This is an optimization exercise on Yosys and OpenROAD, whose aim is small area, not a production implementation.
The RTL was checked by simulation tests, not by an equivalence proof against the original design.

## v46
// fft16_top
module fft16_top(
    input clk,
    input rst,
    input [15:0] data_in,
    input [3:0] write_addr,
    input we,
    input [3:0] read_addr,
    input re,
    output [15:0] data_r,
    output [15:0] data_i
    );
    function [15:0] tr17; input [16:0] s; tr17 = {s[16], s[14:0]}; endfunction
    function [15:0] tr18; input [17:0] s; tr18 = {s[17], s[14:0]}; endfunction
    function [15:0] addsub;
        input [15:0] a, b; input sub;
        reg [16:0] s;
        begin
            s = {a[15], a} + ({b[15], b} ^ {17{sub}}) + {16'd0, sub};
            addsub = tr17(s);
        end
    endfunction
    function [15:0] add3;
        input [15:0] a, o1, o2; input c0, c1;
        reg [17:0] s;
        begin
            s = {{2{a[15]}}, a} + {{2{o1[15]}}, o1} + {{2{o2[15]}}, o2} + {17'd0, c0} + {17'd0, c1};
            add3 = tr18(s);
        end
    endfunction
    reg [15:0] x [0:15];
    genvar g;
    generate for (g = 0; g < 16; g = g + 1) begin : smem
        always @(posedge clk)
            if (we && write_addr == g) x[g] <= data_in;
    end endgenerate
    wire k0 = read_addr[0], k1 = read_addr[1], k2 = read_addr[2];
    wire [15:0] A [0:7];
    generate for (g = 0; g < 8; g = g + 1) begin : st1
        assign A[g] = addsub(x[g], x[g+8], k0);
    end endgenerate
    wire [15:0] Cr [0:1];
    wire [15:0] Ci [0:1];
    generate for (g = 0; g < 2; g = g + 1) begin : st3
        wire [15:0] a0 = A[g], a4 = A[g+4], a2 = A[g+2], a6 = A[g+6];
        wire min6 = (a6 == 16'h8000) & k0 & ~k1;
        wire min4 = (a4 == 16'h8000) & k0 & ~k1;
        wire [22:0] xs, xc, ys, yc;
        wire [22:0] xsum, ysum;
        wire [22:0] xss, xcc, yss, ycc;
  ...
export LEC_CHECK = 0
export CAP_MARGIN = 20
export CORE_MARGIN = 2
export CORE_UTILIZATION = 40
export CTS_CLUSTER_DIAMETER = 80
export CTS_CLUSTER_SIZE = 30
export SLEW_MARGIN = 20
create_clock -name core_clock -period 10.0 [get_ports {clk}]
standard.sh (not shown) runs the stock make flow with config.mk's settings and CLKGATE_MAP_FILE= SYNTH_SCRIPT=/design/flow/synth_recipe.tcl, a recipe that flattens the netlist after the stock synthesis.
==> flow/flow/run.sh <==
#!/bin/bash
set -euo pipefail
here="$(pwd)"
rm -rf "$here/orfs_scripts"
cp -r "$FLOW_HOME/scripts" "$here/orfs_scripts"
cp "$here/flow/abc.script" "$here/orfs_scripts/abc_speed.script"
export SCRIPTS_DIR="$here/orfs_scripts"
bash standard.sh > "$here/standard.log" 2>&1
==> flow/flow/abc.script <==
strash
dc2
dch -f
amap
topo
stime -c
buffer -c
upsize -c
dnsize -c
STATUS run=v46 STAGES=ALL_DONE FINAL_CHECKS=FAILED CAUSE=setup timing
## Diff of input files: v13 against v46
Settings: CTS_CLUSTER_SIZE: 30 -> unset; CTS_CLUSTER_DIAMETER: 80 -> unset.
-- flow/flow/abc.script --
<<< v46, line 2
dc2
dch -f
amap
>>> v13, line 2
dch
map -a
Results
The flow did not stop early for v13: all stages ran, and the layout cleared the timing, DRC and antenna checks. Compared with v46, v13 shows a total placed instance area that is about 3.7% lower. Taking v46 as the reference point, the adder-cell area share of the yosys netlist of v13 falls by 2.7 points. Diff v46 -> v13 | final-layout clock buffer total | up by more than 100%. Total met3 wirelength after detailed routing, v13 and v46: lower on v46.
#### Input delta (v54 over v13)
Settings: SLEW_MARGIN changed from 20 to 5; CAP_MARGIN changed from 20 to 5.
==> flow/run.sh (new file) <==
#!/bin/bash
# synth_recipe.tcl (not shown) runs the flow's synth.tcl, then flattens the netlist and writes it again
# the make line also repeats each setting of config.mk as NAME=value (left out here)
make -C /OpenROAD-flow-scripts/flow DESIGN_CONFIG=/design/flow/config.mk WORK_HOME=/design/flow/orfs CLKGATE_MAP_FILE= SYNTH_SCRIPT=/design/flow/synth_recipe.tcl finish
removed: flow/flow/run.sh
removed: flow/flow/abc.script
removed: flow/standard.sh
--- outcome ---
The higher area added between synthesis and finish of v54 and v13 is in v54. Delta (v54 minus v13): global-route wire length before repair climbed 1.0%. Average size of a mapped cell: v54 and v13 compared, lower one is v13. In v54, setup slack is lower than in v13. Re adder and majority cell fraction of the synthesized area: v13 was higher than v54. v54 against v13; row count is up slightly.
Relative to v54, the following input files were edited for v34:
Settings: swapping 5 for 20 in CAP_MARGIN; swapping 5 for 20 in SLEW_MARGIN.
==> summary.txt <==
Compared v34 against v54; design area within noise.
On met3 track demand over resource, v54 tracks v34 almost exactly.
All of v54 and v34 finish clean.
Comparing v54 against v34, there is no change at all in proportion of synthesized chip area in sequential cells.
Diff v54..v34 | total via count in the routed design | unchanged
Changes observed in v34 relative to v54: count of TritonRoute iterations in the first routing pass about even; setup slack of the critical path after layout neither gained nor lost much.
#### Input delta (v2 over v34)
Settings: GPL_TIMING_DRIVEN now 0, previously not set; GPL_ROUTABILITY_DRIVEN now 0, previously not set.
## What came out
- Fraction of layout instances using a drive strength above 1 on v2 is up relative to v34.
- Comparing v2 and v34, the higher routed wire length is on v2.
- Achievable frequency, v2 and v34, lower one = v2.
- Finished, but not clean: v2, with setup timing.
- v34 ended with every stage complete and zero timing, DRC or antenna violations.
- v2 — number of CTS-inserted buffers 5 lower, v34 as reference
- Side by side, final routed wire length divided by cell count turned out higher in v2 than in v34.
- Going from v34 to v2, area of combinational cells with multiple inputs higher.
- Delta (v2 minus v34): number of instances resized during post-cts repair rose 187; fraction of the core area covered by cells at the end of the flow moved up; post-route setup TNS saw a decrease.

[separate check: timing with driven ports]
The results above use ideal ports. As a check the final layouts listed here were re-extracted and re-timed, cells and wires unchanged.
Step 1, drivers: a clkbuf_16 drives clk and a buf_2 each remaining input, both assumed.
Step 2 also shifts input and output timing later by t, the mid clock arrival at the registers, as if the neighbouring blocks saw the same clock.
Three values: ideal, step 1, step 2; two values: the first two.
run | shift t [ns] | slack for setup (ns) | clock arrival spread, ns
v46 | 0.643 | -0.241 / -0.423 / -1.065 | 0.037 / 0.037
v13 | 0.645 | 0.467 / 0.397 / 0.076 | 0.028 / 0.029
v54 | 0.641 | 0.341 / 0.276 / -0.137 | 0.025 / 0.025
v34 | 0.641 | 0.341 / 0.276 / -0.137 | 0.025 / 0.025
v2 | 0.633 | -0.066 / -0.130 / -0.513 | 0.037 / 0.037
Met with ideal ports but missed after step 2: setup timing in v54 and v34. For v46, which loses most, drivers alone change the setup slack by -0.182 ns; drivers and shift together by -0.824 ns.
